Background: an optimization exercise with open tools, aiming at small area, a short achievable clock period and few clock cycles. Do not read the settings as production practice.

## try-quartz
==> flow/design.v (excerpt) <==
module LCD_CTRL(
    input clk, cmd_valid, reset,
    input [3:0] cmd,
    input [7:0] IROM_Q,
    output IRAM_valid, IROM_rd, busy, done,
    output [5:0] IROM_A,
    output [5:0] IRAM_A,
    output [7:0] IRAM_D
);
    reg [2:0] r, c;           
    reg [1:0] ri0, ri1, ci0, ci1;
    reg [1:0] pri0, pri1, pci0, pci1;   
    reg       busy_r, cv, cw, wph, done_r, rom_rd, ram_v;
    reg       rsp;            
    reg       idl;            
    reg       smax, smin, savg;
    reg [9:0] ssum;           
    reg       sv;             
    reg [3:0] srow, scol;     
    reg [5:0] rom_a, ram_a, wend;
    reg [7:0] ram_d;
    reg [63:0] ld;            
    reg [7:0] b0 [0:15];      
    reg [7:0] b1 [0:15];      
    reg [7:0] b2 [0:15];      
    reg [7:0] b3 [0:15];      
    reg [7:0] x0, x1, x2, x3;  
    reg       l0, l1, l2, l3;  
    assign busy = busy_r;
    assign done = done_r;
    assign IROM_rd = rom_rd;
    assign IROM_A = rom_a;
    assign IRAM_valid = ram_v;
    assign IRAM_A = ram_a;
    assign IRAM_D = ram_d;
    wire wc = l0 & l1 & l2 & l3;              
    wire opx = cv & wc & (~savg | sv);
    wire g01 = x0 >= x1, g02 = x0 >= x2, g03 = x0 >= x3;
    wire g12 = x1 >= x2, g13 = x1 >= x3, g23 = x2 >= x3;
    wire [7:0] vmax = ({8{ g01 &  g02 &  g03}} & x0) | ({8{~g01 &  g12 &  g13}} & x1) |
                      ({8{~g02 & ~g12 &  g23}} & x2) | ({8{~g03 & ~g13 & ~g23}} & x3);
    wire [7:0] vmin = ({8{~g01 & ~g02 & ~g03}} & x0) | ({8{ g01 & ~g12 & ~g13}} & x1) |
  ...
Size in the first run: about 39 I/O pins, roughly 34000 um^2 of cells after synthesis.
export LEC_CHECK = 0
export ABC_AREA = 1
export CAP_MARGIN = 20
export CORE_MARGIN = 2
export CORE_UTILIZATION = 55
export SLEW_MARGIN = 20
create_clock -name core_clock -period 10.0 [get_ports {clk}]
standard.sh (not shown) runs the stock make flow with config.mk's settings and CLKGATE_MAP_FILE= SYNTH_SCRIPT=/design/flow/synth_recipe.tcl, a recipe that flattens the netlist after the stock synthesis.
==> flow/flow/run.sh <==
#!/bin/bash
# The standard layout, with plain buffers on the ports and timing repair aiming for a setup
# slack of 6.85 ns at the 10 ns clock.
set -euo pipefail
export BUFFER_PORTS_ARGS="-buffer_cell sky130_fd_sc_hd__buf_4"
bash standard.sh SETUP_SLACK_MARGIN=6.85 finish > standard.log 2>&1
try-quartz completed every stage of the flow, and the final layout passed the timing, design-rule and antenna checks.
--- input diff try-quartz..try-xenon ---
- swapping 1 for 0 in ABC_AREA
==> flow/flow/run.sh <==
#!/bin/bash
# The standard layout, with plain buffers on the ports and timing repair aiming for a setup
# slack of 7 ns at the 10 ns clock.
set -euo pipefail
export BUFFER_PORTS_ARGS="-buffer_cell sky130_fd_sc_hd__buf_4"
bash standard.sh SETUP_SLACK_MARGIN=7 finish > standard.log 2>&1
Findings:
The flow did not stop early for try-xenon: all stages ran, and the layout cleared the timing, design-rule and antenna checks.
try-xenon ended up with compound AO/OA/AOI/OAI gates as its dominant combinational cell family by area after synthesis; try-quartz ended up with simple AND/OR/NAND/NOR gates.
Compared try-xenon vs try-quartz, and number of well taps is down in try-xenon.
The die area in try-xenon sits 2700 um^2 below the value recorded for try-quartz.
Against try-quartz, try-xenon comes in 4 higher on biggest fanout along the worst timing path.
reg2out as the class of the most critical setup path was reported by try-quartz, and reg2reg by try-xenon.
try-xenon vs. try-quartz: wire length reported by the detailed router neither gained nor lost much; number of buffers outside the clock class in the layout picked up an extra about 80%; maximum frequency lost 1.7 MHz.
Relative to try-quartz, the sequential share of layout area of try-xenon is lower by 0.86 points.
Function was not checked in any run of this note: the RTL went through the layout flow alone.

* * *

Setup of v6:
LCD_CTRL, a different RTL version from the one above (not shown whole).
Design LCD_CTRL, start of the top module:
module LCD_CTRL(
    input clk, cmd_valid, reset,
    input [3:0] cmd,
    input [7:0] IROM_Q,
    output IRAM_valid, IROM_rd, busy, done,
    output [5:0] IROM_A,
    output [5:0] IRAM_A,
    output [7:0] IRAM_D
);
==> flow/config.mk <==
export PLATFORM = sky130hd
export DESIGN_NAME = LCD_CTRL
export DESIGN_NICKNAME = LCD_CTRL
export VERILOG_FILES = /design/flow/design.v
export SDC_FILE = /design/flow/constraint.sdc
export NUM_CORES = 8
export LEC_CHECK = 0
export ABC_AREA = 1
export CAP_MARGIN = 20
export CORE_MARGIN = 2
export CORE_UTILIZATION = 55
export CTS_CLUSTER_DIAMETER = 100
export CTS_CLUSTER_SIZE = 24
export SLEW_MARGIN = 20
==> flow/constraint.sdc <==
create_clock -name core_clock -period 10.0 [get_ports {clk}]
set_input_delay 2.0000 -clock core_clock [delete_from_list [all_inputs] [get_ports {clk}]]
set_output_delay 2.0000 -clock core_clock [all_outputs]
set_load 0.01 [all_outputs]
==> flow/flow/run.sh <==
#!/bin/bash
# The standard layout, with plain buffers on the ports and timing repair aiming for a setup
# slack of 7 ns at the 10 ns clock.
set -euo pipefail
export BUFFER_PORTS_ARGS="-buffer_cell sky130_fd_sc_hd__buf_4"
bash standard.sh SETUP_SLACK_MARGIN=7 finish > standard.log 2>&1
> inputs changed (v6 -> v7)
Settings: CTS_CLUSTER_DIAMETER: 100 -> 80; CTS_CLUSTER_SIZE: 24 -> 20.
### Flow results
Going from v6 to v7, met2 routed wirelength dropped about 0.44%, post-CTS resize count climbed about 0.9%. When the final numbers for v6 and v7 were put side by side, the detail-routed net length per standard cell turned out to be smaller in v7. Of v6 and v7, the run reporting the lower routing usage on met2 was v7. When v7 is set beside v6, its portion of the layout cell area used by clock cells turns out to be 0.60 points larger. Per the comparison of v7 with v6, final setup slack of the worst path increased by 0.015 ns relative to the old numbers, initial antenna violation count -1. Utilization of the core after routing, v6 and v7, lower one = v6.
No run of this note included a check of the RTL's function; only the layout flow was run.

## what the ideal ports hide
Ports are ideal in the flow. The routed layouts listed here were re-timed in OpenROAD. Step 1 sets driving cells, clkbuf_16 on the clock port and buf_2 on the other inputs (assumed; they add their load-dependent delay and slew). Step 2 adds t to the input delays and takes it off the output delays; t is the mean of the earliest and latest rising clock arrival at the registers after step 1. Input paths then give back, and output paths get back, about the clock's delay inside the block. a / b / c = no drivers / after step 1 / after step 2; a / b = the first two.
run | t, ns | setup WS [ns] | worst register clock-pin slew, ns
try-quartz | 0.686 | 6.826 / 6.759 / 6.231 | 0.07 / 0.07
try-xenon | 0.690 | 6.809 / 6.764 / 6.237 | 0.07 / 0.07
v6 | 0.647 | 6.706 / 6.730 / 6.083 | 0.11 / 0.11
v7 | 0.666 | 6.722 / 6.747 / 6.081 | 0.09 / 0.09
After both steps setup and hold are still met in every run listed. The setup slack of v7, which loses most, moves by +0.025 ns with the drivers and by -0.641 ns with both steps.
